From an optimization exercise on the open Yosys and OpenROAD flow, aimed at small area, a short achievable clock period and few clock cycles; shortcuts taken in it are not production practice. In this exercise RTL edits were held to simulation tests only and were not proved equivalent to the original. No activity file was given, so power comes from the tool's default toggle rates.

--- flow/constraint.sdc ---
create_clock -name core_clock -period 100.0 [get_ports {clk}]
set_input_delay 20.0000 -clock core_clock [delete_from_list [all_inputs] [get_ports {clk}]]
set_output_delay 20.0000 -clock core_clock [all_outputs]
set_load 0.01 [all_outputs]
--- flow/config.mk ---
export PLATFORM = sky130hd
export DESIGN_NAME = MUL_DIV
export DESIGN_NICKNAME = MUL_DIV
export VERILOG_FILES = /design/flow/design.v
export SDC_FILE = /design/flow/constraint.sdc
export NUM_CORES = 4
export LEC_CHECK = 0
export ABC_AREA = 1
export CAP_MARGIN = 40
export CORE_MARGIN = 2
export CORE_UTILIZATION = 40
export SLEW_MARGIN = 30
--- flow/standard.sh ---
#!/bin/bash
# synth_recipe.tcl (not shown) runs the flow's synth.tcl, then flattens the netlist and writes it again
# the make line also repeats each setting of config.mk as NAME=value (left out here)
make -C /OpenROAD-flow-scripts/flow DESIGN_CONFIG=/design/flow/config.mk WORK_HOME=/design/flow/orfs CLKGATE_MAP_FILE= SYNTH_SCRIPT=/design/flow/synth_recipe.tcl "${@:-finish}"
--- flow/design.v ---
`timescale 1ns / 1ps
module MUL_DIV(
	input clk,
	input reset,
	input [31:0] SrcA,
	input [31:0] SrcB,
	input [2:0] Mul_Div_ctr,
	input Start,
	input EI_HILO_ctr,
	input ExcReq_E,
	output reg Busy,
	output reg [31:0] HI,
	output reg [31:0] LO
	);
	reg [31:0] M;        
	reg [4:0]  cnt;      
	reg        is_div;   
	reg        sgn;      
	reg        first;    
	reg        fix;      
	reg        negq, negr;
	reg        bm1;      
	function [4:0] clz32;
		input [31:0] x;
		reg [15:0] y16; reg [7:0] y8; reg [3:0] y4; reg [1:0] y2;
		reg z16, z8, z4, z2, z1;
		begin
			z16 = ~|x[31:16];  y16 = z16 ? x[15:0]  : x[31:16];
			z8  = ~|y16[15:8]; y8  = z8  ? y16[7:0] : y16[15:8];
			z4  = ~|y8[7:4];   y4  = z4  ? y8[3:0]  : y8[7:4];
			z2  = ~|y4[3:2];   y2  = z2  ? y4[1:0]  : y4[3:2];
			z1  = ~y2[1];
			clz32 = {z16, z8, z4, z2, z1};
		end
	endfunction
	function [31:0] cneg;
		input [31:0] x;
		input n;
		integer i;
		reg c;
		begin
			c = 1'b0;
			for (i = 0; i < 32; i = i + 1) begin
				cneg[i] = x[i] ^ (n & c);
				c = c | x[i];
			end
		end
	endfunction
	wire ok    = ~EI_HILO_ctr & ~ExcReq_E;
	wire capHI = ~Busy & ok & (Start | Mul_Div_ctr[0]);    
	wire capLO = ~Busy & ok & (Start | Mul_Div_ctr[1]);    
	wire last  = (cnt == 5'd0);
	wire [39:0] mt;
	wire [31:0] acc = first ? 32'b0 : HI;
	mul_step u_mul(.acc(acc), .hx(acc[31]), .m(M), .mx(sgn & M[31]),
	               .b(LO[7:0]), .bm1(bm1), .ext(~sgn & last & LO[7]), .t(mt));
	wire        sa  = sgn & HI[31];
	wire        sb  = sgn & M[31];
	wire [31:0] n1  = cneg(HI, first ? sa : negr);
	wire [31:0] n2  = cneg(first ? M : LO, first ? sb : negq);
	wire [4:0]  za = clz32(n1);
	wire [4:0]  zb = clz32(n2);
	wire        bzero = ~|M;
	wire [5:0]  nd = {1'b0, zb} - {1'b0, za};    
	wire        qzero = nd[5];                   
	wire [32:0] d1 = {1'b0, M} << {cnt[3:0], 1'b1};
	wire [31:0] d2 = d1[32:1];
	wire [33:0] c1, c3;
	wire [32:0] c2;
	wire [32:0] s1;
	wire [31:0] s2, s3;
	assign c1[0] = 1'b1;
	assign c2[0] = 1'b1;
	assign c3[0] = 1'b1;
	genvar gi;
	generate for (gi = 0; gi < 33; gi = gi + 1) begin : g_s1
		wire a = (gi < 32) ? HI[gi] : 1'b0;
		wire b = ~d1[gi];
		assign s1[gi]   = a ^ b ^ c1[gi];
		assign c1[gi+1] = (a & b) | (a & c1[gi]) | (b & c1[gi]);
	end endgenerate
	generate for (gi = 0; gi < 32; gi = gi + 1) begin : g_s23
		wire b = ~d2[gi];
		assign s2[gi]   = HI[gi] ^ b ^ c2[gi];
		assign c2[gi+1] = (HI[gi] & b) | (HI[gi] & c2[gi]) | (b & c2[gi]);
		assign s3[gi]   = s1[gi] ^ b ^ c3[gi];
		assign c3[gi+1] = (s1[gi] & b) | (s1[gi] & c3[gi]) | (b & c3[gi]);
	end endgenerate
	wire        q1 = c1[33];
	wire        q2 = q1 ? c3[32] : c2[32];
	wire [31:0] r2 = q1 ? (q2 ? s3 : s1[31:0]) : (q2 ? s2 : HI);
	always @(posedge clk) begin
		if (!Busy) begin
			M      <= SrcB;
			is_div <= Mul_Div_ctr[2] & (Mul_Div_ctr[1] | Mul_Div_ctr[0]);
			sgn    <= Mul_Div_ctr[2] & ~Mul_Div_ctr[0];
			first  <= 1'b1;
			fix    <= 1'b0;
			cnt    <= 5'd3;
			bm1    <= 1'b0;
		end else if (!is_div) begin
			first  <= 1'b0;
			bm1    <= LO[7];
			cnt    <= cnt - 5'd1;
		end else if (first) begin
			first  <= 1'b0;
			negq   <= sa ^ sb;
			negr   <= sa;
			M      <= n2;
			cnt    <= {1'b0, nd[4:1]};
		end else if (!fix) begin
			cnt    <= cnt - 5'd1;
			if (last) fix <= 1'b1;
		end
	end
	always @(posedge clk) begin
		if (reset) begin
			Busy <= 1'b0;
		end else if (!Busy) begin
			Busy <= Start & ok;
		end else if (!is_div) begin
			if (last) Busy <= 1'b0;
		end else if (first) begin
			if (bzero | qzero) Busy <= 1'b0;
		end else if (fix | (last & ~(negq | negr))) begin
			Busy <= 1'b0;
		end
	end
	always @(posedge clk) begin
		if (reset) begin
			HI <= 32'b0;
		end else if (!Busy) begin
			if (capHI) HI <= SrcA;
		end else if (!is_div) begin
			HI <= mt[39:8];
		end else if (first) begin
			if (!(bzero | qzero)) HI <= n1;
		end else if (fix) begin
			HI <= n1;
		end else begin
			HI <= r2;
		end
	end
	always @(posedge clk) begin
		if (reset) begin
			LO <= 32'b0;
		end else if (!Busy) begin
			if (capLO) LO <= SrcA;
		end else if (!is_div) begin
			LO <= {mt[7:0], LO[31:8]};
		end else if (first) begin
			LO <= {32{bzero}};
		end else if (fix) begin
			LO <= n2;
		end else begin
			LO <= {LO[29:0], q1, q2};
		end
	end
endmodule
module mul_step(
	input [31:0] acc, input hx,
	input [31:0] m, input mx,
	input [7:0] b, input bm1, input ext,
	output [39:0] t);
	wire w1;
	wire w2;
	wire w3;
	wire w4;
	wire w5;
	wire w6;
	wire w7;
	wire w8;
	wire w9;
	wire w10;
	wire w11;
	wire w12;
	wire w13;
	wire w14;
	wire w15;
	wire w16;
	wire w17;
	wire w18;
	wire w19;
	wire w20;
	wire w21;
	wire w22;
	wire w23;
	wire w24;
	wire w25;
	wire w26;
	wire w27;
	wire w28;
	wire w29;
	wire w30;
	wire w31;
	wire w32;
	wire w33;
	wire w34;
	wire w35;
	wire w36;
	wire w37;
	wire w38;
	wire w39;
	wire w40;
	wire w41;
	wire w42;
	wire w43;
	wire w44;
	wire w45;
	wire w46;
	wire w47;
	wire w48;
	wire w49;
	wire w50;
	wire w51;
	wire w52;
	wire w53;
	wire w54;
	wire w55;
	wire w56;
	wire w57;
	wire w58;
	wire w59;
	wire w60;
	wire w61;
	wire w62;
	wire w63;
	wire w64;
	wire w65;
	wire w66;
	wire w67;
	wire w68;
	wire w69;
	wire w70;
	wire w71;
	wire w72;
	wire w73;
	wire w74;
	wire w75;
	wire w76;
	wire w77;
	wire w78;
	wire w79;
	wire w80;
	wire w81;
	wire w82;
	wire w83;
	wire w84;
	wire w85;
	wire w86;
	wire w87;
	wire w88;
	wire w89;
	wire w90;
	wire w91;
	wire w92;
	wire w93;
	wire w94;
	wire w95;
	wire w96;
	wire w97;
	wire w98;
	wire w99;
	wire w100;
	wire w101;
	wire w102;
	wire w103;
	wire w104;
	wire w105;
	wire w106;
	wire w107;
	wire w108;
	wire w109;
	wire w110;
	wire w111;
	wire w112;
	wire w113;
	wire w114;
	wire w115;
	wire w116;
	wire w117;
	wire w118;
	wire w119;
	wire w120;
	wire w121;
	wire w122;
	wire w123;
	wire w124;
	wire w125;
	wire w126;
	wire w127;
	wire w128;
	wire w129;
	wire w130;
	wire w131;
	wire w132;
	wire w133;
	wire w134;
	wire w135;
	wire w136;
	wire w137;
	wire w138;
	wire w139;
	wire w140;
	wire w141;
	wire w142;
	wire w143;
	wire w144;
	wire w145;
	wire w146;
	wire w147;
	wire w148;
	wire w149;
	wire w150;
	wire w151;
	wire w152;
	wire w153;
	wire w154;
	wire w155;
	wire w156;
	wire w157;
	wire w158;
	wire w159;
	wire w160;
	wire w161;
	wire w162;
	wire w163;
	wire w164;
	wire w165;
	wire w166;
	wire w167;
	wire w168;
	wire w169;
	wire w170;
	wire w171;
	wire w172;
	wire w173;
	wire w174;
	wire w175;
	wire w176;
	wire w177;
	wire w178;
	wire w179;
	wire w180;
	wire w181;
	wire w182;
	wire w183;
	wire w184;
	wire w185;
	wire w186;
	wire w187;
	wire w188;
	wire w189;
	wire w190;
	wire w191;
	wire w192;
	wire w193;
	wire w194;
	wire w195;
	wire w196;
	wire w197;
	wire w198;
	wire w199;
	wire w200;
	wire w201;
	wire w202;
	wire w203;
	wire w204;
	wire w205;
	wire w206;
	wire w207;
	wire w208;
	wire w209;
	wire w210;
	wire w211;
	wire w212;
	wire w213;
	wire w214;
	wire w215;
	wire w216;
	wire w217;
	wire w218;
	wire w219;
	wire w220;
	wire w221;
	wire w222;
	wire w223;
	wire w224;
	wire w225;
	wire w226;
	wire w227;
	wire w228;
	wire w229;
	wire w230;
	wire w231;
	wire w232;
	wire w233;
	wire w234;
	wire w235;
	wire w236;
	wire w237;
	wire w238;
	wire w239;
	wire w240;
	wire w241;
	wire w242;
	wire w243;
	wire w244;
	wire w245;
	wire w246;
	wire w247;
	wire w248;
	wire w249;
	wire w250;
	wire w251;
	wire w252;
	wire w253;
	wire w254;
	wire w255;
	wire w256;
	wire w257;
	wire w258;
	wire w259;
	wire w260;
	wire w261;
	wire w262;
	wire w263;
	wire w264;
	wire w265;
	wire w266;
	wire w267;
	wire w268;
	wire w269;
	wire w270;
	wire w271;
	wire w272;
	wire w273;
	wire w274;
	wire w275;
	wire w276;
	wire w277;
	wire w278;
	wire w279;
	wire w280;
	wire w281;
	wire w282;
	wire w283;
	wire w284;
	wire w285;
	wire w286;
	wire w287;
	wire w288;
	wire w289;
	wire w290;
	wire w291;
	wire w292;
	wire w293;
	wire w294;
	wire w295;
	wire w296;
	wire w297;
	wire w298;
	wire w299;
	wire w300;
	wire w301;
	wire w302;
	wire w303;
	wire w304;
	wire w305;
	wire w306;
	wire w307;
	wire w308;
	wire w309;
	wire w310;
	wire w311;
	wire w312;
	wire w313;
	wire w314;
	wire w315;
	wire w316;
	wire w317;
	wire w318;
	wire w319;
	wire w320;
	wire w321;
	wire w322;
	wire w323;
	wire w324;
	wire w325;
	wire w326;
	wire w327;
	wire w328;
	wire w329;
	wire w330;
	wire w331;
	wire w332;
	wire w333;
	wire w334;
	wire w335;
	wire w336;
	wire w337;
	wire w338;
	wire w339;
	wire w340;
	wire w341;
	wire w342;
	wire w343;
	wire w344;
	wire w345;
	wire w346;
	wire w347;
	wire w348;
	wire w349;
	wire w350;
	wire w351;
	wire w352;
	wire w353;
	wire w354;
	wire w355;
	wire w356;
	wire w357;
	wire w358;
	wire w359;
	wire w360;
	wire w361;
	wire w362;
	wire w363;
	wire w364;
	wire w365;
	wire w366;
	wire w367;
	wire w368;
	wire w369;
	wire w370;
	wire w371;
	wire w372;
	wire w373;
	wire w374;
	wire w375;
	wire w376;
	wire w377;
	wire w378;
	wire w379;
	wire w380;
	wire w381;
	wire w382;
	wire w383;
	wire w384;
	wire w385;
	wire w386;
	wire w387;
	wire w388;
	wire w389;
	wire w390;
	wire w391;
	wire w392;
	wire w393;
	wire w394;
	wire w395;
	wire w396;
	wire w397;
	wire w398;
	wire w399;
	wire w400;
	wire w401;
	wire w402;
	wire w403;
	wire w404;
	wire w405;
	wire w406;
	wire w407;
	wire w408;
	wire w409;
	wire w410;
	wire w411;
	wire w412;
	wire w413;
	wire w414;
	wire w415;
	wire w416;
	wire w417;
	wire w418;
	wire w419;
	wire w420;
	wire w421;
	wire w422;
	wire w423;
	wire w424;
	wire w425;
	wire w426;
	wire w427;
	wire w428;
	wire w429;
	wire w430;
	wire w431;
	wire w432;
	wire w433;
	wire w434;
	wire w435;
	wire w436;
	wire w437;
	wire w438;
	wire w439;
	wire w440;
	wire w441;
	wire w442;
	wire w443;
	wire w444;
	wire w445;
	wire w446;
	wire w447;
	wire w448;
	wire w449;
	wire w450;
	wire w451;
	wire w452;
	wire w453;
	wire w454;
	wire w455;
	wire w456;
	wire w457;
	wire w458;
	wire w459;
	wire w460;
	wire w461;
	wire w462;
	wire w463;
	wire w464;
	wire w465;
	wire w466;
	wire w467;
	wire w468;
	wire w469;
	wire w470;
	wire w471;
	wire w472;
	wire w473;
	wire w474;
	wire w475;
	wire w476;
	wire w477;
	wire w478;
	wire w479;
	wire w480;
	wire w481;
	wire w482;
	wire w483;
	wire w484;
	wire w485;
	wire w486;
	wire w487;
	wire w488;
	wire w489;
	wire w490;
	wire w491;
	wire w492;
	wire w493;
	wire w494;
	wire w495;
	wire w496;
	wire w497;
	wire w498;
	wire w499;
	wire w500;
	wire w501;
	wire w502;
	wire w503;
	wire w504;
	wire w505;
	wire w506;
	wire w507;
	wire w508;
	wire w509;
	wire w510;
	wire w511;
	wire w512;
	wire w513;
	wire w514;
	wire w515;
	wire w516;
	wire w517;
	wire w518;
	wire w519;
	wire w520;
	assign w1 = ~hx;
	assign w2 = b[0] ^ bm1;
	assign w3 = (b[1] & ~b[0] & ~bm1) | (~b[1] & b[0] & bm1);
	assign w4 = ((w2 & m[0])) ^ b[1];
	assign w5 = ((w2 & m[1]) | (w3 & m[0])) ^ b[1];
	assign w6 = ((w2 & m[2]) | (w3 & m[1])) ^ b[1];
	assign w7 = ((w2 & m[3]) | (w3 & m[2])) ^ b[1];
	assign w8 = ((w2 & m[4]) | (w3 & m[3])) ^ b[1];
	assign w9 = ((w2 & m[5]) | (w3 & m[4])) ^ b[1];
	assign w10 = ((w2 & m[6]) | (w3 & m[5])) ^ b[1];
	assign w11 = ((w2 & m[7]) | (w3 & m[6])) ^ b[1];
	assign w12 = ((w2 & m[8]) | (w3 & m[7])) ^ b[1];
	assign w13 = ((w2 & m[9]) | (w3 & m[8])) ^ b[1];
	assign w14 = ((w2 & m[10]) | (w3 & m[9])) ^ b[1];
	assign w15 = ((w2 & m[11]) | (w3 & m[10])) ^ b[1];
	assign w16 = ((w2 & m[12]) | (w3 & m[11])) ^ b[1];
	assign w17 = ((w2 & m[13]) | (w3 & m[12])) ^ b[1];
	assign w18 = ((w2 & m[14]) | (w3 & m[13])) ^ b[1];
	assign w19 = ((w2 & m[15]) | (w3 & m[14])) ^ b[1];
	assign w20 = ((w2 & m[16]) | (w3 & m[15])) ^ b[1];
	assign w21 = ((w2 & m[17]) | (w3 & m[16])) ^ b[1];
	assign w22 = ((w2 & m[18]) | (w3 & m[17])) ^ b[1];
	assign w23 = ((w2 & m[19]) | (w3 & m[18])) ^ b[1];
	assign w24 = ((w2 & m[20]) | (w3 & m[19])) ^ b[1];
	assign w25 = ((w2 & m[21]) | (w3 & m[20])) ^ b[1];
	assign w26 = ((w2 & m[22]) | (w3 & m[21])) ^ b[1];
	assign w27 = ((w2 & m[23]) | (w3 & m[22])) ^ b[1];
	assign w28 = ((w2 & m[24]) | (w3 & m[23])) ^ b[1];
	assign w29 = ((w2 & m[25]) | (w3 & m[24])) ^ b[1];
	assign w30 = ((w2 & m[26]) | (w3 & m[25])) ^ b[1];
	assign w31 = ((w2 & m[27]) | (w3 & m[26])) ^ b[1];
	assign w32 = ((w2 & m[28]) | (w3 & m[27])) ^ b[1];
	assign w33 = ((w2 & m[29]) | (w3 & m[28])) ^ b[1];
	assign w34 = ((w2 & m[30]) | (w3 & m[29])) ^ b[1];
	assign w35 = ((w2 & m[31]) | (w3 & m[30])) ^ b[1];
	assign w36 = ((w2 & mx) | (w3 & m[31])) ^ b[1];
	assign w37 = ~(((w2 & mx) | (w3 & mx)) ^ b[1]);
	assign w38 = b[2] ^ b[1];
	assign w39 = (b[3] & ~b[2] & ~b[1]) | (~b[3] & b[2] & b[1]);
	assign w40 = ((w38 & m[0])) ^ b[3];
	assign w41 = ((w38 & m[1]) | (w39 & m[0])) ^ b[3];
	assign w42 = ((w38 & m[2]) | (w39 & m[1])) ^ b[3];
	assign w43 = ((w38 & m[3]) | (w39 & m[2])) ^ b[3];
	assign w44 = ((w38 & m[4]) | (w39 & m[3])) ^ b[3];
	assign w45 = ((w38 & m[5]) | (w39 & m[4])) ^ b[3];
	assign w46 = ((w38 & m[6]) | (w39 & m[5])) ^ b[3];
	assign w47 = ((w38 & m[7]) | (w39 & m[6])) ^ b[3];
	assign w48 = ((w38 & m[8]) | (w39 & m[7])) ^ b[3];
	assign w49 = ((w38 & m[9]) | (w39 & m[8])) ^ b[3];
	assign w50 = ((w38 & m[10]) | (w39 & m[9])) ^ b[3];
	assign w51 = ((w38 & m[11]) | (w39 & m[10])) ^ b[3];
	assign w52 = ((w38 & m[12]) | (w39 & m[11])) ^ b[3];
	assign w53 = ((w38 & m[13]) | (w39 & m[12])) ^ b[3];
	assign w54 = ((w38 & m[14]) | (w39 & m[13])) ^ b[3];
	assign w55 = ((w38 & m[15]) | (w39 & m[14])) ^ b[3];
	assign w56 = ((w38 & m[16]) | (w39 & m[15])) ^ b[3];
	assign w57 = ((w38 & m[17]) | (w39 & m[16])) ^ b[3];
	assign w58 = ((w38 & m[18]) | (w39 & m[17])) ^ b[3];
	assign w59 = ((w38 & m[19]) | (w39 & m[18])) ^ b[3];
	assign w60 = ((w38 & m[20]) | (w39 & m[19])) ^ b[3];
	assign w61 = ((w38 & m[21]) | (w39 & m[20])) ^ b[3];
	assign w62 = ((w38 & m[22]) | (w39 & m[21])) ^ b[3];
	assign w63 = ((w38 & m[23]) | (w39 & m[22])) ^ b[3];
	assign w64 = ((w38 & m[24]) | (w39 & m[23])) ^ b[3];
	assign w65 = ((w38 & m[25]) | (w39 & m[24])) ^ b[3];
	assign w66 = ((w38 & m[26]) | (w39 & m[25])) ^ b[3];
	assign w67 = ((w38 & m[27]) | (w39 & m[26])) ^ b[3];
	assign w68 = ((w38 & m[28]) | (w39 & m[27])) ^ b[3];
	assign w69 = ((w38 & m[29]) | (w39 & m[28])) ^ b[3];
	assign w70 = ((w38 & m[30]) | (w39 & m[29])) ^ b[3];
	assign w71 = ((w38 & m[31]) | (w39 & m[30])) ^ b[3];
	assign w72 = ((w38 & mx) | (w39 & m[31])) ^ b[3];
	assign w73 = ~(((w38 & mx) | (w39 & mx)) ^ b[3]);
	assign w74 = b[4] ^ b[3];
	assign w75 = (b[5] & ~b[4] & ~b[3]) | (~b[5] & b[4] & b[3]);
	assign w76 = ((w74 & m[0])) ^ b[5];
	assign w77 = ((w74 & m[1]) | (w75 & m[0])) ^ b[5];
	assign w78 = ((w74 & m[2]) | (w75 & m[1])) ^ b[5];
	assign w79 = ((w74 & m[3]) | (w75 & m[2])) ^ b[5];
	assign w80 = ((w74 & m[4]) | (w75 & m[3])) ^ b[5];
	assign w81 = ((w74 & m[5]) | (w75 & m[4])) ^ b[5];
	assign w82 = ((w74 & m[6]) | (w75 & m[5])) ^ b[5];
	assign w83 = ((w74 & m[7]) | (w75 & m[6])) ^ b[5];
	assign w84 = ((w74 & m[8]) | (w75 & m[7])) ^ b[5];
	assign w85 = ((w74 & m[9]) | (w75 & m[8])) ^ b[5];
	assign w86 = ((w74 & m[10]) | (w75 & m[9])) ^ b[5];
	assign w87 = ((w74 & m[11]) | (w75 & m[10])) ^ b[5];
	assign w88 = ((w74 & m[12]) | (w75 & m[11])) ^ b[5];
	assign w89 = ((w74 & m[13]) | (w75 & m[12])) ^ b[5];
	assign w90 = ((w74 & m[14]) | (w75 & m[13])) ^ b[5];
	assign w91 = ((w74 & m[15]) | (w75 & m[14])) ^ b[5];
	assign w92 = ((w74 & m[16]) | (w75 & m[15])) ^ b[5];
	assign w93 = ((w74 & m[17]) | (w75 & m[16])) ^ b[5];
	assign w94 = ((w74 & m[18]) | (w75 & m[17])) ^ b[5];
	assign w95 = ((w74 & m[19]) | (w75 & m[18])) ^ b[5];
	assign w96 = ((w74 & m[20]) | (w75 & m[19])) ^ b[5];
	assign w97 = ((w74 & m[21]) | (w75 & m[20])) ^ b[5];
	assign w98 = ((w74 & m[22]) | (w75 & m[21])) ^ b[5];
	assign w99 = ((w74 & m[23]) | (w75 & m[22])) ^ b[5];
	assign w100 = ((w74 & m[24]) | (w75 & m[23])) ^ b[5];
	assign w101 = ((w74 & m[25]) | (w75 & m[24])) ^ b[5];
	assign w102 = ((w74 & m[26]) | (w75 & m[25])) ^ b[5];
	assign w103 = ((w74 & m[27]) | (w75 & m[26])) ^ b[5];
	assign w104 = ((w74 & m[28]) | (w75 & m[27])) ^ b[5];
	assign w105 = ((w74 & m[29]) | (w75 & m[28])) ^ b[5];
	assign w106 = ((w74 & m[30]) | (w75 & m[29])) ^ b[5];
	assign w107 = ((w74 & m[31]) | (w75 & m[30])) ^ b[5];
	assign w108 = ((w74 & mx) | (w75 & m[31])) ^ b[5];
	assign w109 = ~(((w74 & mx) | (w75 & mx)) ^ b[5]);
	assign w110 = b[6] ^ b[5];
	assign w111 = (b[7] & ~b[6] & ~b[5]) | (~b[7] & b[6] & b[5]);
	assign w112 = ((w110 & m[0])) ^ b[7];
	assign w113 = ((w110 & m[1]) | (w111 & m[0])) ^ b[7];
	assign w114 = ((w110 & m[2]) | (w111 & m[1])) ^ b[7];
	assign w115 = ((w110 & m[3]) | (w111 & m[2])) ^ b[7];
	assign w116 = ((w110 & m[4]) | (w111 & m[3])) ^ b[7];
	assign w117 = ((w110 & m[5]) | (w111 & m[4])) ^ b[7];
	assign w118 = ((w110 & m[6]) | (w111 & m[5])) ^ b[7];
	assign w119 = ((w110 & m[7]) | (w111 & m[6])) ^ b[7];
	assign w120 = ((w110 & m[8]) | (w111 & m[7])) ^ b[7];
	assign w121 = ((w110 & m[9]) | (w111 & m[8])) ^ b[7];
	assign w122 = ((w110 & m[10]) | (w111 & m[9])) ^ b[7];
	assign w123 = ((w110 & m[11]) | (w111 & m[10])) ^ b[7];
	assign w124 = ((w110 & m[12]) | (w111 & m[11])) ^ b[7];
	assign w125 = ((w110 & m[13]) | (w111 & m[12])) ^ b[7];
	assign w126 = ((w110 & m[14]) | (w111 & m[13])) ^ b[7];
	assign w127 = ((w110 & m[15]) | (w111 & m[14])) ^ b[7];
	assign w128 = ((w110 & m[16]) | (w111 & m[15])) ^ b[7];
	assign w129 = ((w110 & m[17]) | (w111 & m[16])) ^ b[7];
	assign w130 = ((w110 & m[18]) | (w111 & m[17])) ^ b[7];
	assign w131 = ((w110 & m[19]) | (w111 & m[18])) ^ b[7];
	assign w132 = ((w110 & m[20]) | (w111 & m[19])) ^ b[7];
	assign w133 = ((w110 & m[21]) | (w111 & m[20])) ^ b[7];
	assign w134 = ((w110 & m[22]) | (w111 & m[21])) ^ b[7];
	assign w135 = ((w110 & m[23]) | (w111 & m[22])) ^ b[7];
	assign w136 = ((w110 & m[24]) | (w111 & m[23])) ^ b[7];
	assign w137 = ((w110 & m[25]) | (w111 & m[24])) ^ b[7];
	assign w138 = ((w110 & m[26]) | (w111 & m[25])) ^ b[7];
	assign w139 = ((w110 & m[27]) | (w111 & m[26])) ^ b[7];
	assign w140 = ((w110 & m[28]) | (w111 & m[27])) ^ b[7];
	assign w141 = ((w110 & m[29]) | (w111 & m[28])) ^ b[7];
	assign w142 = ((w110 & m[30]) | (w111 & m[29])) ^ b[7];
	assign w143 = ((w110 & m[31]) | (w111 & m[30])) ^ b[7];
	assign w144 = ((w110 & mx) | (w111 & m[31])) ^ b[7];
	assign w145 = ((w110 & mx) | (w111 & mx)) ^ b[7];
	assign w146 = m[0] & ext;
	assign w147 = m[1] & ext;
	assign w148 = m[2] & ext;
	assign w149 = m[3] & ext;
	assign w150 = m[4] & ext;
	assign w151 = m[5] & ext;
	assign w152 = m[6] & ext;
	assign w153 = m[7] & ext;
	assign w154 = m[8] & ext;
	assign w155 = m[9] & ext;
	assign w156 = m[10] & ext;
	assign w157 = m[11] & ext;
	assign w158 = m[12] & ext;
	assign w159 = m[13] & ext;
	assign w160 = m[14] & ext;
	assign w161 = m[15] & ext;
	assign w162 = m[16] & ext;
	assign w163 = m[17] & ext;
	assign w164 = m[18] & ext;
	assign w165 = m[19] & ext;
	assign w166 = m[20] & ext;
	assign w167 = m[21] & ext;
	assign w168 = m[22] & ext;
	assign w169 = m[23] & ext;
	assign w170 = m[24] & ext;
	assign w171 = m[25] & ext;
	assign w172 = m[26] & ext;
	assign w173 = m[27] & ext;
	assign w174 = m[28] & ext;
	assign w175 = m[29] & ext;
	assign w176 = m[30] & ext;
	assign w177 = m[31] & ext;
	assign w178 = acc[0] ^ w4 ^ b[1];
	assign w179 = (acc[0] & w4) | (acc[0] & b[1]) | (w4 & b[1]);
	assign w180 = acc[2] ^ w6 ^ w40;
	assign w181 = (acc[2] & w6) | (acc[2] & w40) | (w6 & w40);
	assign w182 = acc[3] ^ w7 ^ w41;
	assign w183 = (acc[3] & w7) | (acc[3] & w41) | (w7 & w41);
	assign w184 = acc[4] ^ w8 ^ w42;
	assign w185 = (acc[4] & w8) | (acc[4] & w42) | (w8 & w42);
	assign w186 = acc[5] ^ w9 ^ w43;
	assign w187 = (acc[5] & w9) | (acc[5] & w43) | (w9 & w43);
	assign w188 = acc[6] ^ w10 ^ w44;
	assign w189 = (acc[6] & w10) | (acc[6] & w44) | (w10 & w44);
	assign w190 = w78 ^ w112 ^ b[7];
	assign w191 = (w78 & w112) | (w78 & b[7]) | (w112 & b[7]);
	assign w192 = acc[7] ^ w11 ^ w45;
	assign w193 = (acc[7] & w11) | (acc[7] & w45) | (w11 & w45);
	assign w194 = acc[8] ^ w12 ^ w46;
	assign w195 = (acc[8] & w12) | (acc[8] & w46) | (w12 & w46);
	assign w196 = w80 ^ w114 ^ w146;
	assign w197 = (w80 & w114) | (w80 & w146) | (w114 & w146);
	assign w198 = acc[9] ^ w13 ^ w47;
	assign w199 = (acc[9] & w13) | (acc[9] & w47) | (w13 & w47);
	assign w200 = w81 ^ w115 ^ w147;
	assign w201 = (w81 & w115) | (w81 & w147) | (w115 & w147);
	assign w202 = acc[10] ^ w14 ^ w48;
	assign w203 = (acc[10] & w14) | (acc[10] & w48) | (w14 & w48);
	assign w204 = w82 ^ w116 ^ w148;
	assign w205 = (w82 & w116) | (w82 & w148) | (w116 & w148);
	assign w206 = acc[11] ^ w15 ^ w49;
	assign w207 = (acc[11] & w15) | (acc[11] & w49) | (w15 & w49);
	assign w208 = w83 ^ w117 ^ w149;
	assign w209 = (w83 & w117) | (w83 & w149) | (w117 & w149);
	assign w210 = acc[12] ^ w16 ^ w50;
	assign w211 = (acc[12] & w16) | (acc[12] & w50) | (w16 & w50);
	assign w212 = w84 ^ w118 ^ w150;
	assign w213 = (w84 & w118) | (w84 & w150) | (w118 & w150);
	assign w214 = acc[13] ^ w17 ^ w51;
	assign w215 = (acc[13] & w17) | (acc[13] & w51) | (w17 & w51);
	assign w216 = w85 ^ w119 ^ w151;
	assign w217 = (w85 & w119) | (w85 & w151) | (w119 & w151);
	assign w218 = acc[14] ^ w18 ^ w52;
	assign w219 = (acc[14] & w18) | (acc[14] & w52) | (w18 & w52);
	assign w220 = w86 ^ w120 ^ w152;
	assign w221 = (w86 & w120) | (w86 & w152) | (w120 & w152);
	assign w222 = acc[15] ^ w19 ^ w53;
	assign w223 = (acc[15] & w19) | (acc[15] & w53) | (w19 & w53);
	assign w224 = w87 ^ w121 ^ w153;
	assign w225 = (w87 & w121) | (w87 & w153) | (w121 & w153);
	assign w226 = acc[16] ^ w20 ^ w54;
	assign w227 = (acc[16] & w20) | (acc[16] & w54) | (w20 & w54);
	assign w228 = w88 ^ w122 ^ w154;
	assign w229 = (w88 & w122) | (w88 & w154) | (w122 & w154);
	assign w230 = acc[17] ^ w21 ^ w55;
	assign w231 = (acc[17] & w21) | (acc[17] & w55) | (w21 & w55);
	assign w232 = w89 ^ w123 ^ w155;
	assign w233 = (w89 & w123) | (w89 & w155) | (w123 & w155);
	assign w234 = acc[18] ^ w22 ^ w56;
	assign w235 = (acc[18] & w22) | (acc[18] & w56) | (w22 & w56);
	assign w236 = w90 ^ w124 ^ w156;
	assign w237 = (w90 & w124) | (w90 & w156) | (w124 & w156);
	assign w238 = acc[19] ^ w23 ^ w57;
	assign w239 = (acc[19] & w23) | (acc[19] & w57) | (w23 & w57);
	assign w240 = w91 ^ w125 ^ w157;
	assign w241 = (w91 & w125) | (w91 & w157) | (w125 & w157);
	assign w242 = acc[20] ^ w24 ^ w58;
	assign w243 = (acc[20] & w24) | (acc[20] & w58) | (w24 & w58);
	assign w244 = w92 ^ w126 ^ w158;
	assign w245 = (w92 & w126) | (w92 & w158) | (w126 & w158);
	assign w246 = acc[21] ^ w25 ^ w59;
	assign w247 = (acc[21] & w25) | (acc[21] & w59) | (w25 & w59);
	assign w248 = w93 ^ w127 ^ w159;
	assign w249 = (w93 & w127) | (w93 & w159) | (w127 & w159);
	assign w250 = acc[22] ^ w26 ^ w60;
	assign w251 = (acc[22] & w26) | (acc[22] & w60) | (w26 & w60);
	assign w252 = w94 ^ w128 ^ w160;
	assign w253 = (w94 & w128) | (w94 & w160) | (w128 & w160);
	assign w254 = acc[23] ^ w27 ^ w61;
	assign w255 = (acc[23] & w27) | (acc[23] & w61) | (w27 & w61);
	assign w256 = w95 ^ w129 ^ w161;
	assign w257 = (w95 & w129) | (w95 & w161) | (w129 & w161);
	assign w258 = acc[24] ^ w28 ^ w62;
	assign w259 = (acc[24] & w28) | (acc[24] & w62) | (w28 & w62);
	assign w260 = w96 ^ w130 ^ w162;
	assign w261 = (w96 & w130) | (w96 & w162) | (w130 & w162);
	assign w262 = acc[25] ^ w29 ^ w63;
	assign w263 = (acc[25] & w29) | (acc[25] & w63) | (w29 & w63);
	assign w264 = w97 ^ w131 ^ w163;
	assign w265 = (w97 & w131) | (w97 & w163) | (w131 & w163);
	assign w266 = acc[26] ^ w30 ^ w64;
	assign w267 = (acc[26] & w30) | (acc[26] & w64) | (w30 & w64);
	assign w268 = w98 ^ w132 ^ w164;
	assign w269 = (w98 & w132) | (w98 & w164) | (w132 & w164);
	assign w270 = acc[27] ^ w31 ^ w65;
	assign w271 = (acc[27] & w31) | (acc[27] & w65) | (w31 & w65);
	assign w272 = w99 ^ w133 ^ w165;
	assign w273 = (w99 & w133) | (w99 & w165) | (w133 & w165);
	assign w274 = acc[28] ^ w32 ^ w66;
	assign w275 = (acc[28] & w32) | (acc[28] & w66) | (w32 & w66);
	assign w276 = w100 ^ w134 ^ w166;
	assign w277 = (w100 & w134) | (w100 & w166) | (w134 & w166);
	assign w278 = acc[29] ^ w33 ^ w67;
	assign w279 = (acc[29] & w33) | (acc[29] & w67) | (w33 & w67);
	assign w280 = w101 ^ w135 ^ w167;
	assign w281 = (w101 & w135) | (w101 & w167) | (w135 & w167);
	assign w282 = acc[30] ^ w34 ^ w68;
	assign w283 = (acc[30] & w34) | (acc[30] & w68) | (w34 & w68);
	assign w284 = w102 ^ w136 ^ w168;
	assign w285 = (w102 & w136) | (w102 & w168) | (w136 & w168);
	assign w286 = acc[31] ^ w35 ^ w69;
	assign w287 = (acc[31] & w35) | (acc[31] & w69) | (w35 & w69);
	assign w288 = w103 ^ w137 ^ w169;
	assign w289 = (w103 & w137) | (w103 & w169) | (w137 & w169);
	assign w290 = w1 ^ w36 ^ w70;
	assign w291 = (w1 & w36) | (w1 & w70) | (w36 & w70);
	assign w292 = w104 ^ w138 ^ w170;
	assign w293 = (w104 & w138) | (w104 & w170) | (w138 & w170);
	assign w294 = w37 ^ w71 ^ w105;
	assign w295 = (w37 & w71) | (w37 & w105) | (w71 & w105);
	assign w296 = w72 ^ w106 ^ w140;
	assign w297 = (w72 & w106) | (w72 & w140) | (w106 & w140);
	assign w298 = w73 ^ w107 ^ w141;
	assign w299 = (w73 & w107) | (w73 & w141) | (w107 & w141);
	assign w300 = w108 ^ w142 ^ w174;
	assign w301 = (w108 & w142) | (w108 & w174) | (w142 & w174);
	assign w302 = w109 ^ w143 ^ w175;
	assign w303 = (w109 & w143) | (w109 & w175) | (w143 & w175);
	assign w304 = w144 ^ w176 ^ 1'b1;
	assign w305 = (w144 & w176) | (w144 & 1'b1) | (w176 & 1'b1);
	assign w306 = w145 ^ w177 ^ 1'b1;
	assign w307 = w179 ^ acc[1] ^ w5;
	assign w308 = (w179 & acc[1]) | (w179 & w5) | (acc[1] & w5);
	assign w309 = w183 ^ w184 ^ w76;
	assign w310 = (w183 & w184) | (w183 & w76) | (w184 & w76);
	assign w311 = w185 ^ w186 ^ w77;
	assign w312 = (w185 & w186) | (w185 & w77) | (w186 & w77);
	assign w313 = w187 ^ w188 ^ w190;
	assign w314 = (w187 & w188) | (w187 & w190) | (w188 & w190);
	assign w315 = w189 ^ w191 ^ w192;
	assign w316 = (w189 & w191) | (w189 & w192) | (w191 & w192);
	assign w317 = w193 ^ w194 ^ w196;
	assign w318 = (w193 & w194) | (w193 & w196) | (w194 & w196);
	assign w319 = w195 ^ w197 ^ w198;
	assign w320 = (w195 & w197) | (w195 & w198) | (w197 & w198);
	assign w321 = w199 ^ w201 ^ w202;
	assign w322 = (w199 & w201) | (w199 & w202) | (w201 & w202);
	assign w323 = w203 ^ w205 ^ w206;
	assign w324 = (w203 & w205) | (w203 & w206) | (w205 & w206);
	assign w325 = w207 ^ w209 ^ w210;
	assign w326 = (w207 & w209) | (w207 & w210) | (w209 & w210);
	assign w327 = w211 ^ w213 ^ w214;
	assign w328 = (w211 & w213) | (w211 & w214) | (w213 & w214);
	assign w329 = w215 ^ w217 ^ w218;
	assign w330 = (w215 & w217) | (w215 & w218) | (w217 & w218);
	assign w331 = w219 ^ w221 ^ w222;
	assign w332 = (w219 & w221) | (w219 & w222) | (w221 & w222);
	assign w333 = w223 ^ w225 ^ w226;
	assign w334 = (w223 & w225) | (w223 & w226) | (w225 & w226);
	assign w335 = w227 ^ w229 ^ w230;
	assign w336 = (w227 & w229) | (w227 & w230) | (w229 & w230);
	assign w337 = w231 ^ w233 ^ w234;
	assign w338 = (w231 & w233) | (w231 & w234) | (w233 & w234);
	assign w339 = w235 ^ w237 ^ w238;
	assign w340 = (w235 & w237) | (w235 & w238) | (w237 & w238);
	assign w341 = w239 ^ w241 ^ w242;
	assign w342 = (w239 & w241) | (w239 & w242) | (w241 & w242);
	assign w343 = w243 ^ w245 ^ w246;
	assign w344 = (w243 & w245) | (w243 & w246) | (w245 & w246);
	assign w345 = w247 ^ w249 ^ w250;
	assign w346 = (w247 & w249) | (w247 & w250) | (w249 & w250);
	assign w347 = w251 ^ w253 ^ w254;
	assign w348 = (w251 & w253) | (w251 & w254) | (w253 & w254);
	assign w349 = w255 ^ w257 ^ w258;
	assign w350 = (w255 & w257) | (w255 & w258) | (w257 & w258);
	assign w351 = w259 ^ w261 ^ w262;
	assign w352 = (w259 & w261) | (w259 & w262) | (w261 & w262);
	assign w353 = w263 ^ w265 ^ w266;
	assign w354 = (w263 & w265) | (w263 & w266) | (w265 & w266);
	assign w355 = w267 ^ w269 ^ w270;
	assign w356 = (w267 & w269) | (w267 & w270) | (w269 & w270);
	assign w357 = w271 ^ w273 ^ w274;
	assign w358 = (w271 & w273) | (w271 & w274) | (w273 & w274);
	assign w359 = w275 ^ w277 ^ w278;
	assign w360 = (w275 & w277) | (w275 & w278) | (w277 & w278);
	assign w361 = w279 ^ w281 ^ w282;
	assign w362 = (w279 & w281) | (w279 & w282) | (w281 & w282);
	assign w363 = w283 ^ w285 ^ w286;
	assign w364 = (w283 & w285) | (w283 & w286) | (w285 & w286);
	assign w365 = w287 ^ w289 ^ w290;
	assign w366 = (w287 & w289) | (w287 & w290) | (w289 & w290);
	assign w367 = w291 ^ w293 ^ w294;
	assign w368 = (w291 & w293) | (w291 & w294) | (w293 & w294);
	assign w369 = w295 ^ w296 ^ w172;
	assign w370 = (w295 & w296) | (w295 & w172) | (w296 & w172);
	assign w371 = w297 ^ w298 ^ w173;
	assign w372 = (w297 & w298) | (w297 & w173) | (w298 & w173);
	assign w373 = w299 ^ w300 ^ 1'b1;
	assign w374 = (w299 & w300) | (w299 & 1'b1) | (w300 & 1'b1);
	assign w375 = w308 ^ w180 ^ b[3];
	assign w376 = (w308 & w180) | (w308 & b[3]) | (w180 & b[3]);
	assign w377 = w314 ^ w315 ^ w79;
	assign w378 = (w314 & w315) | (w314 & w79) | (w315 & w79);
	assign w379 = w318 ^ w319 ^ w200;
	assign w380 = (w318 & w319) | (w318 & w200) | (w319 & w200);
	assign w381 = w320 ^ w321 ^ w204;
	assign w382 = (w320 & w321) | (w320 & w204) | (w321 & w204);
	assign w383 = w322 ^ w323 ^ w208;
	assign w384 = (w322 & w323) | (w322 & w208) | (w323 & w208);
	assign w385 = w324 ^ w325 ^ w212;
	assign w386 = (w324 & w325) | (w324 & w212) | (w325 & w212);
	assign w387 = w326 ^ w327 ^ w216;
	assign w388 = (w326 & w327) | (w326 & w216) | (w327 & w216);
	assign w389 = w328 ^ w329 ^ w220;
	assign w390 = (w328 & w329) | (w328 & w220) | (w329 & w220);
	assign w391 = w330 ^ w331 ^ w224;
	assign w392 = (w330 & w331) | (w330 & w224) | (w331 & w224);
	assign w393 = w332 ^ w333 ^ w228;
	assign w394 = (w332 & w333) | (w332 & w228) | (w333 & w228);
	assign w395 = w334 ^ w335 ^ w232;
	assign w396 = (w334 & w335) | (w334 & w232) | (w335 & w232);
	assign w397 = w336 ^ w337 ^ w236;
	assign w398 = (w336 & w337) | (w336 & w236) | (w337 & w236);
	assign w399 = w338 ^ w339 ^ w240;
	assign w400 = (w338 & w339) | (w338 & w240) | (w339 & w240);
	assign w401 = w340 ^ w341 ^ w244;
	assign w402 = (w340 & w341) | (w340 & w244) | (w341 & w244);
	assign w403 = w342 ^ w343 ^ w248;
	assign w404 = (w342 & w343) | (w342 & w248) | (w343 & w248);
	assign w405 = w344 ^ w345 ^ w252;
	assign w406 = (w344 & w345) | (w344 & w252) | (w345 & w252);
	assign w407 = w346 ^ w347 ^ w256;
	assign w408 = (w346 & w347) | (w346 & w256) | (w347 & w256);
	assign w409 = w348 ^ w349 ^ w260;
	assign w410 = (w348 & w349) | (w348 & w260) | (w349 & w260);
	assign w411 = w350 ^ w351 ^ w264;
	assign w412 = (w350 & w351) | (w350 & w264) | (w351 & w264);
	assign w413 = w352 ^ w353 ^ w268;
	assign w414 = (w352 & w353) | (w352 & w268) | (w353 & w268);
	assign w415 = w354 ^ w355 ^ w272;
	assign w416 = (w354 & w355) | (w354 & w272) | (w355 & w272);
	assign w417 = w356 ^ w357 ^ w276;
	assign w418 = (w356 & w357) | (w356 & w276) | (w357 & w276);
	assign w419 = w358 ^ w359 ^ w280;
	assign w420 = (w358 & w359) | (w358 & w280) | (w359 & w280);
	assign w421 = w360 ^ w361 ^ w284;
	assign w422 = (w360 & w361) | (w360 & w284) | (w361 & w284);
	assign w423 = w362 ^ w363 ^ w288;
	assign w424 = (w362 & w363) | (w362 & w288) | (w363 & w288);
	assign w425 = w364 ^ w365 ^ w292;
	assign w426 = (w364 & w365) | (w364 & w292) | (w365 & w292);
	assign w427 = w366 ^ w367 ^ w139;
	assign w428 = (w366 & w367) | (w366 & w139) | (w367 & w139);
	assign w429 = w368 ^ w369 ^ 1'b1;
	assign w430 = (w368 & w369) | (w368 & 1'b1) | (w369 & 1'b1);
	assign w431 = w374 ^ w301 ^ w302;
	assign w432 = (w374 & w301) | (w374 & w302) | (w301 & w302);
	assign w433 = w376 ^ w181 ^ w182;
	assign w434 = (w376 & w181) | (w376 & w182) | (w181 & w182);
	assign w435 = w378 ^ w316 ^ w317;
	assign w436 = (w378 & w316) | (w378 & w317) | (w316 & w317);
	assign w437 = w424 ^ w425 ^ 1'b1;
	assign w438 = (w424 & w425) | (w424 & 1'b1) | (w425 & 1'b1);
	assign w439 = w426 ^ w427 ^ w171;
	assign w440 = (w426 & w427) | (w426 & w171) | (w427 & w171);
	assign w441 = w430 ^ w370 ^ w371;
	assign w442 = (w430 & w370) | (w430 & w371) | (w370 & w371);
	assign w443 = w432 ^ w303 ^ w304;
	assign w444 = (w432 & w303) | (w432 & w304) | (w303 & w304);
	assign w445 = w434 ^ w309 ^ b[5];
	assign w446 = (w434 & w309) | (w434 & b[5]) | (w309 & b[5]);
	assign w447 = w440 ^ w428 ^ w429;
	assign w448 = (w440 & w428) | (w440 & w429) | (w428 & w429);
	assign w449 = w442 ^ w372 ^ w373;
	assign w450 = (w442 & w372) | (w442 & w373) | (w372 & w373);
	assign w451 = w444 ^ w305 ^ w306;
	assign w452 = w446 ^ w310 ^ w311;
	assign w453 = (w446 & w310) | (w446 & w311) | (w310 & w311);
	assign w454 = w453 ^ w312 ^ w313;
	assign w455 = (w453 & w312) | (w453 & w313) | (w312 & w313);
	assign w456 = w455 ^ w377 ^ w113;
	assign w457 = (w455 & w377) | (w455 & w113) | (w377 & w113);
	assign w458 = w457 ^ w435;
	assign w459 = w457 & w435;
	assign w460 = w436 ^ w379 ^ w459;
	assign w461 = (w436 & w379) | (w436 & w459) | (w379 & w459);
	assign w462 = w380 ^ w381 ^ w461;
	assign w463 = (w380 & w381) | (w380 & w461) | (w381 & w461);
	assign w464 = w382 ^ w383 ^ w463;
	assign w465 = (w382 & w383) | (w382 & w463) | (w383 & w463);
	assign w466 = w384 ^ w385 ^ w465;
	assign w467 = (w384 & w385) | (w384 & w465) | (w385 & w465);
	assign w468 = w386 ^ w387 ^ w467;
	assign w469 = (w386 & w387) | (w386 & w467) | (w387 & w467);
	assign w470 = w388 ^ w389 ^ w469;
	assign w471 = (w388 & w389) | (w388 & w469) | (w389 & w469);
	assign w472 = w390 ^ w391 ^ w471;
	assign w473 = (w390 & w391) | (w390 & w471) | (w391 & w471);
	assign w474 = w392 ^ w393 ^ w473;
	assign w475 = (w392 & w393) | (w392 & w473) | (w393 & w473);
	assign w476 = w394 ^ w395 ^ w475;
	assign w477 = (w394 & w395) | (w394 & w475) | (w395 & w475);
	assign w478 = w396 ^ w397 ^ w477;
	assign w479 = (w396 & w397) | (w396 & w477) | (w397 & w477);
	assign w480 = w398 ^ w399 ^ w479;
	assign w481 = (w398 & w399) | (w398 & w479) | (w399 & w479);
	assign w482 = w400 ^ w401 ^ w481;
	assign w483 = (w400 & w401) | (w400 & w481) | (w401 & w481);
	assign w484 = w402 ^ w403 ^ w483;
	assign w485 = (w402 & w403) | (w402 & w483) | (w403 & w483);
	assign w486 = w404 ^ w405 ^ w485;
	assign w487 = (w404 & w405) | (w404 & w485) | (w405 & w485);
	assign w488 = w406 ^ w407 ^ w487;
	assign w489 = (w406 & w407) | (w406 & w487) | (w407 & w487);
	assign w490 = w408 ^ w409 ^ w489;
	assign w491 = (w408 & w409) | (w408 & w489) | (w409 & w489);
	assign w492 = w410 ^ w411 ^ w491;
	assign w493 = (w410 & w411) | (w410 & w491) | (w411 & w491);
	assign w494 = w412 ^ w413 ^ w493;
	assign w495 = (w412 & w413) | (w412 & w493) | (w413 & w493);
	assign w496 = w414 ^ w415 ^ w495;
	assign w497 = (w414 & w415) | (w414 & w495) | (w415 & w495);
	assign w498 = w416 ^ w417 ^ w497;
	assign w499 = (w416 & w417) | (w416 & w497) | (w417 & w497);
	assign w500 = w418 ^ w419 ^ w499;
	assign w501 = (w418 & w419) | (w418 & w499) | (w419 & w499);
	assign w502 = w420 ^ w421 ^ w501;
	assign w503 = (w420 & w421) | (w420 & w501) | (w421 & w501);
	assign w504 = w422 ^ w423 ^ w503;
	assign w505 = (w422 & w423) | (w422 & w503) | (w423 & w503);
	assign w506 = w437 ^ w505;
	assign w507 = w437 & w505;
	assign w508 = w438 ^ w439 ^ w507;
	assign w509 = (w438 & w439) | (w438 & w507) | (w439 & w507);
	assign w510 = w447 ^ w509;
	assign w511 = w447 & w509;
	assign w512 = w448 ^ w441 ^ w511;
	assign w513 = (w448 & w441) | (w448 & w511) | (w441 & w511);
	assign w514 = w449 ^ w513;
	assign w515 = w449 & w513;
	assign w516 = w450 ^ w431 ^ w515;
	assign w517 = (w450 & w431) | (w450 & w515) | (w431 & w515);
	assign w518 = w443 ^ w517;
	assign w519 = w443 & w517;
	assign w520 = w451 ^ w519;
	assign t[0] = w178;
	assign t[1] = w307;
	assign t[2] = w375;
	assign t[3] = w433;
	assign t[4] = w445;
	assign t[5] = w452;
	assign t[6] = w454;
	assign t[7] = w456;
	assign t[8] = w458;
	assign t[9] = w460;
	assign t[10] = w462;
	assign t[11] = w464;
	assign t[12] = w466;
	assign t[13] = w468;
	assign t[14] = w470;
	assign t[15] = w472;
	assign t[16] = w474;
	assign t[17] = w476;
	assign t[18] = w478;
	assign t[19] = w480;
	assign t[20] = w482;
	assign t[21] = w484;
	assign t[22] = w486;
	assign t[23] = w488;
	assign t[24] = w490;
	assign t[25] = w492;
	assign t[26] = w494;
	assign t[27] = w496;
	assign t[28] = w498;
	assign t[29] = w500;
	assign t[30] = w502;
	assign t[31] = w504;
	assign t[32] = w506;
	assign t[33] = w508;
	assign t[34] = w510;
	assign t[35] = w512;
	assign t[36] = w514;
	assign t[37] = w516;
	assign t[38] = w518;
	assign t[39] = w520;
endmodule
--- flow/flow/run.sh ---
#!/bin/bash
# Own layout flow: the standard flow (standard.sh) unchanged, except that the
# ports are buffered with sky130_fd_sc_hd__buf_1 instead of ORFS's default choice
# (clkdlybuf4s50_1). make's full output goes to synth.log and layout.log here;
# each ORFS step's log is in orfs/logs/.
set -euo pipefail
bash standard.sh synth > synth.log 2>&1
bash standard.sh "BUFFER_PORTS_ARGS=-buffer_cell sky130_fd_sc_hd__buf_1" finish > layout.log 2>&1
==> reports/summary.txt, run 1 <==
Tot GR Track Use -> 33.71%
CTS root buf -> clkbuf_16
Post-synthesis cell type count -> 58
Finished Layout Cells -> 3,398
Cts repair resizes -> 0
Synth-to-layout area growth -> 5.486%
CTS Hold Bufs -> 0
Final WS setup -> 78.27 ns
Pwr dens -> 28.25 mW/mm^2
Share of layout cells above drive strength 1 -> 6.842%
Nets -> 3,069
Flop2flop setup slack -> 82.77 ns
WP data required -> 100.28 ns
Post-synthesis sequential area ratio -> 12.83%
Hold Fails Final Rpt -> 0
Drt pass-1 iters -> 6
Seq cells post-synth -> 109
Max_slew headroom -> 43.92%
Post-Syn Area -> 0.01982 mm^2
Min Tclk post-route -> 21.73 ns
Commonest cells after routing, fill and taps aside -> nand2_1 (574), inv_1 (326), fa_1 (252), nor2_1 (216), o21ai_0 (202)
Final Skew -> 0.01742 ns
H-tree Lvls -> 3
Unrepaired setup endpoints after global routing -> false
Sink Count -> 109
Post-detailed-route DRC marker count -> 0
Hpwl dp -> 67.78 mm
Post-Place Cells -> 3,381
Vias in the first global route -> 19,500
Top-area cell type share of the netlist area -> 25.45%
R2r endpoint -> HI[31]$_SDFFE_PP0P_
Total number of vias -> 20,010
Worst-path fanout max -> 62
Drt initial violations -> 2,861
Syn Area/Cell -> 7.236 um^2
Top cell type by total area after synthesis -> fa_1
Endpoints failing setup -> 0
RR Startpoint -> LO[1]$_SDFFE_PP0P_
CP startpoint kind -> input port
Ys Warns -> 1
Reg area -> 0.002547 mm^2
Via density -> 5.889
Post-route ant nets -> 0
Setup bufs post-CTS -> 0
Chip Width -> 226.6 um
Core box area -> 0.04895 mm^2
Top_reg_cell synth -> dfxtp_1
Input/output buffers -> 136
Syn nets -> 3,080
CP endpoint kind -> flop
Slew at the pin closest to its max-slew limit -> 0.8411 ns
Worst Path Class, Setup -> in -> reg
Cts bufs inserted -> 9
Critical Path Sink -> HI[1]$_SDFFE_PP0P_
Largest net degree at the start of global routing -> 67
Ports -> 137
Slew Viols, Final -> 0
Leakage power figure -> 9.173 nW
Routed len/inst -> 25.33 um
Clock Latency Late Sink -> 0.40 ns
R2R depth -> 57
CTS clk-pin slew, worst paths -> 0.08 ns
Starting Density -> 40.49%
Cell row count -> 81
Fmax -> 46.01 MHz
GPL Wtd Cong -> 0.9709
Area of the multi-input gates -> 0.01496 mm^2
Hold WC Path Type -> reg -> reg
Worst vdd ir -> 0.01728 mV
Status -> timing/DRC/antenna clean
Max Root-Sink Buffers -> 2
Placement Setup Slack -> 77.90 ns
Total die area -> 0.05135 mm^2
Commonest non-fill, non-tap cell in the layout -> nand2_1
Grt ovf -> 0
Top post-synthesis cells by area -> fa_1 (25%), nand2_1 (11%), xor2_1 (7.5%)
MaxCap Viol Count -> 0
CP Data Arrival Time -> 22.02 ns
WHS -> 0.4666 ns
Ys async rst share -> 0%
Fillers -> 5,136
Final WL -> 86.08 mm
Setup TNS -> 0 ns
CTS tree -> built
First-pass GRT wire length -> 126.9 mm
Final period utilization -> 21.73%
Post-synth EDFFs -> 36
Critical path origin -> ExcReq_E
Cells after synthesis -> 2,739
Die H -> 226.6 um
Initial antenna violation count -> 6
Fin util -> 42.71%
==> state kept, by name, summed over array words and instances, names as in the netlist, 5 cells and up <==
signal and count:
LO 32, M 32, HI 32, cnt 5
==> per-stage QoR <==
stage          total power [mW]  instance area (um^2)
2_1_floorplan            0.3908                 19820
3_3_place_gp             0.5332                 20560
3_5_place_dp             0.5418                 20600
4_1_cts                  0.5840                 20910
5_1_grt                  0.6498                 20910
6_report                 0.5906                 20910
==> worst max-delay path, stage by stage <==
cell and delay [ns]:
buf_1 0.07, or2_2 0.33, o21ai_0 0.39, o21ai_0 0.20, inv_2 0.07, buf_4 0.62
nand3_1 0.15, nand2_1 0.09, nor2_1 0.05
==> power breakdown <==
| part | total, mW | internal [mW] | switching [mW] | leakage, nW |
|---|---|---|---|---|
| Clock | 0.0401 | 0.0198 | 0.0203 | 0.150 |
| Combinational | 0.484 | 0.179 | 0.304 | 8.04 |
| Sequential | 0.0670 | 0.0527 | 0.0143 | 0.981 |
==> how the worst min path moves through the flow <==
stage / startpoint / to / slack [ns] / cells after the start
after floorplan: cnt[4]$_SDFFE_PN0P_ / cnt[4]$_SDFFE_PN0P_ / 0.44 / 2
after CTS: cnt[4]$_SDFFE_PN0P_ / cnt[4]$_SDFFE_PN0P_ / 0.47 / 2
after detailed placement: cnt[4]$_SDFFE_PN0P_ / cnt[4]$_SDFFE_PN0P_ / 0.45 / 2
after global routing: cnt[4]$_SDFFE_PN0P_ / cnt[4]$_SDFFE_PN0P_ / 0.52 / 2
final: cnt[4]$_SDFFE_PN0P_ / cnt[4]$_SDFFE_PN0P_ / 0.47 / 2
after global placement: cnt[4]$_SDFFE_PN0P_ / cnt[4]$_SDFFE_PN0P_ / 0.45 / 2
==> logic make-up after synthesis <==
group,count (synthesis),synth area share [%]
mux,7,0.3535
compound gates,601,17.80
simple gates,1012,22.99
fa+ha+maj,269,26.53
flops,109,12.83
xor+xnor,173,7.645
buf+inv,568,11.86
==> Yosys cell counts, drive strengths merged, types with 4 or more instances <==
cell type and instances:
inv 337, a21oi 141, o22ai 153, fa 252
and3 4, nand3 102, o21bai 6, nor4 8
a221oi 18, a41oi 24, buf 70, o221ai 11
nor2 238, mux2i 7, o211ai 8, nor3 5
o21ai 216, edfxtp 36, xor2 170, ha 17
clkinv 22, dfxtp 73, or2 6, nand2 594
clkbuf 139, nand4 53, a31oi 10
==> metal layers <==
layer	vias to the layer above	share of wire, %	global-route usage [%]
met3	243	9.8	7.244
met1	9768	39	43.75
met4	4	6.3	18.08
li1	8889	-	-
met5	-	0.037	0
met2	1107	45	52.56
==> layout make-up <==
cell class	count	area share [%]
multi-input combinational	2062	71.57
sequential	109	12.18
clock inverter	6	0.3411
inverter	359	6.463
antenna	1	0.01197
clock buffer	10	1.095
timing repair buffer	187	4.357
tap	664	3.974
Testbench counts, summed over its fixed seeds: cycles 67,513.
==> inputs of run 2 (changes only) <==
==> flow/flow/run.sh (replaced) <==
#!/bin/bash
# Own layout flow: the standard flow (standard.sh) with two changes:
#  - synthesis uses flow/synth.tcl: synth_recipe.tcl with Yosys's synth -noabc
#    (same registers, names and cell types as the standard synthesis);
#  - the ports are buffered with sky130_fd_sc_hd__buf_1 instead of ORFS's
#    default choice (clkdlybuf4s50_1).
# make's full output goes to synth.log and layout.log here; each ORFS step's
# log is in orfs/logs/.
set -euo pipefail
here=$(pwd)
bash standard.sh "SYNTH_SCRIPT=$here/flow/synth.tcl" synth > synth.log 2>&1
bash standard.sh "SYNTH_SCRIPT=$here/flow/synth.tcl" "BUFFER_PORTS_ARGS=-buffer_cell sky130_fd_sc_hd__buf_1" finish > layout.log 2>&1
==> flow/flow/synth.tcl (new file) <==
# The standard flow's synthesis script (synth_recipe.tcl) with one change: Yosys's generic
# synth runs without its quick ABC pass (-noabc), so the full adders written in
# the RTL reach extract_fa as written; ORFS's own ABC mapping follows as usual.
proc synth {args} { yosys synth -nofsm -noshare -noabc {*}$args }
source $::env(SCRIPTS_DIR)/synth.tcl
# left out here: clear keep_hierarchy, flatten, clean up, hide names made inside functions, write 1_2_yosys.v
==> run 2 against run 1 <==
Combinational power shrank 9.3%. Critical path depth up 1. Via count down 4.1%. Synthesized cell count down 7.6%. Maximum frequency increased by 0.67%. Critical path type unchanged. Largest cell class unchanged. Highest routed layer unchanged.
==> reports/summary.txt, run 2 <==
Comb pwr share -> 81.2% (was 81.9%)
Post-Syn Area -> 0.01889 mm^2 (was 0.01982 mm^2)
H-tree Lvls -> 3 (unchanged)
Cells after synthesis -> 2,531 (was 2,739)
Setup bufs post-CTS -> 0 (unchanged)
Chip Width -> 221.3 um (was 226.6 um)
Slew Viols, Final -> 0 (unchanged)
Internal Pwr Total -> 234.3 uW (was 251.6 uW)
Clk pwr share -> 7.3% (was 6.8%)
Sink Count -> 109 (unchanged)
Post-synth EDFFs -> 36 (unchanged)
Pwr dens -> 27.02 mW/mm^2 (was 28.25 mW/mm^2)
Worst Path Class, Setup -> in -> reg (unchanged)
Top_reg_cell synth -> dfxtp_1 (unchanged)
Commonest cells after routing, fill and taps aside -> nand2_1 (549), o21ai_0 (268), fa_1 (254), nor2_1 (209), inv_1 (188) (was nand2_1 (574), inv_1 (326), fa_1 (252), nor2_1 (216), o21ai_0 (202))
CP startpoint kind -> input port (unchanged)
Fmax -> 46.32 MHz (was 46.01 MHz)
Commonest non-fill, non-tap cell in the layout -> nand2_1 (unchanged)
Cts bufs inserted -> 9 (unchanged)
Unrepaired setup endpoints after global routing -> false (unchanged)
Largest net degree at the start of global routing -> 92 (was 67)
Area of the multi-input gates -> 0.01465 mm^2 (was 0.01496 mm^2)
CTS tree -> built (unchanged)
Routed len/inst -> 26.07 um (was 25.33 um)
Post-synthesis sequential area ratio -> 13.46% (was 12.83%)
Final Skew -> 0.01482 ns (was 0.01742 ns)
Share of layout cells above drive strength 1 -> 6.527% (was 6.842%)
Ports -> 137 (unchanged)
Synth top cells by count -> nand2_1 (549), o21ai_0 (268), fa_1 (254) (was nand2_1 (574), inv_1 (327), fa_1 (252))
Clock Latency Late Sink -> 0.38 ns (was 0.40 ns)
Top post-synthesis cells by area -> fa_1 (27%), nand2_1 (11%), xor2_1 (8.2%) (was fa_1 (25%), nand2_1 (11%), xor2_1 (7.5%))
Final WL -> 81.75 mm (was 86.08 mm)
RR Startpoint -> LO[3]$_SDFFE_PP0P_ (was LO[1]$_SDFFE_PP0P_)
Starting Density -> 40.57% (was 40.49%)
Initial antenna violation count -> 3 (was 6)
Critical path origin -> EI_HILO_ctr (was ExcReq_E)
CTS root buf -> clkbuf_16 (unchanged)
Cts repair resizes -> 0 (unchanged)
Post-Place Cells -> 3,115 (was 3,381)
Top cell type by total area after synthesis -> fa_1 (unchanged)
Ys Warns -> 1 (unchanged)
Reg power frac -> 11.5% (was 11.3%)
Switching power of the nets -> 306.9 uW (was 339.0 uW)
Ys async rst share -> 0% (unchanged)
Slew at the pin closest to its max-slew limit -> 0.9960 ns (was 0.8411 ns)
Tot GR Track Use -> 32.79% (was 33.71%)
Hpwl dp -> 63.96 mm (was 67.78 mm)
Hold WC Path Type -> reg -> reg (unchanged)
Max_slew headroom -> 32.90% (was 43.92%)
Hold Fails Final Rpt -> 0 (unchanged)
Nets -> 2,870 (was 3,069)
Via density -> 6.124 (was 5.889)
Critical Path Sink -> HI[7]$_SDFFE_PP0P_ (was HI[1]$_SDFFE_PP0P_)
Grt ovf -> 0 (unchanged)
Syn nets -> 2,878 (was 3,080)
Worst-path fanout max -> 59 (was 62)
WP data required -> 100.28 ns (about the same)
Finished Layout Cells -> 3,135 (was 3,398)
Status -> timing/DRC/antenna clean (unchanged)
MaxCap Viol Count -> 0 (unchanged)
First-pass GRT wire length -> 121.1 mm (was 126.9 mm)
Flop2flop setup slack -> 80.88 ns (was 82.77 ns)
Switching Share -> 56.71% (was 57.40%)
Count leader, synth -> nand2_1 (unchanged)
Vias in the first global route -> 18,620 (was 19,500)
Biggest registers after layout -> HI (32), LO (32), M (32) (unchanged)
Total die area -> 0.04898 mm^2 (was 0.05135 mm^2)
CP endpoint kind -> flop (unchanged)
CTS Hold Bufs -> 0 (unchanged)
Post-synthesis cell type count -> 55 (was 58)
Synth-to-layout area growth -> 6.008% (was 5.486%)
Leakage power figure -> 8.674 nW (was 9.173 nW)
Top-area cell type share of the netlist area -> 26.92% (was 25.45%)
Fillers -> 4,797 (was 5,136)
Max Root-Sink Buffers -> 2 (unchanged)
Total number of vias -> 19,200 (was 20,010)
Die H -> 221.3 um (was 226.6 um)
Syn Area/Cell -> 7.463 um^2 (was 7.236 um^2)
Cell row count -> 79 (was 81)
CTS clk-pin slew, worst paths -> 0.09 ns (was 0.08 ns)
GPL Wtd Cong -> 1.016 (was 0.9709)
CP Data Arrival Time -> 21.87 ns (was 22.02 ns)
Post-route ant nets -> 0 (unchanged)
Worst vdd ir -> 0.02667 mV (was 0.01728 mV)
R2R depth -> 48 (was 57)
Drt pass-1 iters -> 7 (was 6)
R2r endpoint -> HI[31]$_SDFFE_PP0P_ (unchanged)
Drt initial violations -> 2,666 (was 2,861)
Reg area -> 0.002551 mm^2 (was 0.002547 mm^2)
Seq cells post-synth -> 109 (unchanged)
Min Tclk post-route -> 21.59 ns (was 21.73 ns)
Setup TNS -> 0 ns (unchanged)
Post-detailed-route DRC marker count -> 0 (unchanged)
Endpoints failing setup -> 0 (unchanged)
Number of diodes -> 0 (was 1)
Final period utilization -> 21.59% (was 21.73%)
Core box area -> 0.04656 mm^2 (was 0.04895 mm^2)
Input/output buffers -> 136 (unchanged)
-- run 2: metrics by stage --
stage	power (mW)	hold slack [ns]	worst slack, ns	util (%)	instance area (um^2)
final	0.5412	0.4670	78.41	43.01	20020
after CTS	0.5280	0.4696	78.45	42.90	19970
after global routing	0.5812	0.4984	78.18	43.01	20020
after floorplan	0.3381	0.4392	78.37	-	18890
after detailed placement	0.4876	0.4571	78.09	42.24	19670
after global placement	0.4788	0.4493	78.10	42.15	19620
-- run 2: cell families (layout without fill, tap and decap cells) --
group                      after synthesis  after routing  share of synthesized area (%)
AOI/OAI and AO/OA                      622            622                          19.45
muxes                                    6              6                         0.3180
buffers and inverters                  423            420                          9.187
DFF                                    109            109                          13.46
adders and majority gates              275            275                          28.31
and+or+nand+nor                        918            918                          20.98
xor gates and xnor gates               178            178                          8.293
-- run 2: area by class of cell --
| cell class | count | share of cell area, % |
|---|---|---|
| Multi-Input combinational cell | 1999 | 73.18 |
| Timing Repair Buffer | 190 | 4.736 |
| Sequential cell | 109 | 12.74 |
| Clock inverter | 7 | 0.4124 |
| Tap cell | 607 | 3.793 |
| Inverter | 214 | 4.011 |
| Clock buffer | 9 | 1.125 |
-- run 2: worst max-delay path: stages --
cell and delay (ns):
buf_1 0.07, or2_2 0.33, o21ai_0 0.15, inv_1 0.11, nor2_1 0.11, o21ai_0 0.19, clkinv_1 0.08, buf_4 0.44
o21ai_0 0.15, a41oi_1 0.21
-- run 2: worst min-delay path by stage --
stage	slack (ns)	cells after the start	to	startpoint
after floorplan	0.44	2	cnt[4]$_SDFFE_PN0P_	cnt[4]$_SDFFE_PN0P_
after global placement	0.45	2	cnt[4]$_SDFFE_PN0P_	cnt[4]$_SDFFE_PN0P_
after detailed placement	0.46	2	cnt[4]$_SDFFE_PN0P_	cnt[4]$_SDFFE_PN0P_
after CTS	0.47	2	cnt[4]$_SDFFE_PN0P_	cnt[4]$_SDFFE_PN0P_
after global routing	0.50	2	cnt[4]$_SDFFE_PN0P_	cnt[4]$_SDFFE_PN0P_
final	0.47	2	cnt[4]$_SDFFE_PN0P_	cnt[4]$_SDFFE_PN0P_
-- run 2: power by group through the flow --
| stage | Clock, mW | Combinational (mW) | Sequential, mW |
|---|---|---|---|
| 2_1_floorplan | 0 | 0.281 | 0.0573 |
| 3_3_place_gp | 0 | 0.416 | 0.0627 |
| 3_5_place_dp | 0 | 0.425 | 0.0626 |
| 4_1_cts | 0.0392 | 0.427 | 0.0616 |
| 5_1_grt | 0.0406 | 0.478 | 0.0624 |
| 6_report | 0.0394 | 0.439 | 0.0623 |
-- run 2: routing by layer --
layer / global-route usage [%] / share of wire, % / vias up
li1: - / - / 8379
met1: 44.17 / 39 / 9388
met2: 48.33 / 42 / 1241
met3: 9.122 / 12 / 186
met4: 16.06 / 5.7 / 4
met5: 0 / 0.027 / -

what the ideal ports hide:
Ports are ideal in the flow. The routed layouts listed here were re-timed in OpenROAD. Step 1, drivers: a clkbuf_16 drives clk and a buf_2 each remaining input, both assumed. Step 2 adds t to the input delays and takes it off the output delays; t is the mean of the earliest and latest rising clock arrival at the registers after step 1. Input paths then give back, and output paths get back, about the clock's delay inside the block. a / b / c = ideal ports / drivers / drivers and shift; a / b = the first two.
run | shift t [ns] | setup WS [ns] | worst setup path at the end | worst register clock-pin slew, ns
run 1 | 0.449 | 78.267 / 78.300 / 77.851 | input to register | 0.09 / 0.09
run 2 | 0.416 | 78.412 / 78.437 / 78.021 | input to register | 0.09 / 0.09
After both steps setup and hold are still met in every run listed. For run 1, which loses most, drivers alone change the setup slack by +0.033 ns; drivers and shift together by -0.416 ns.
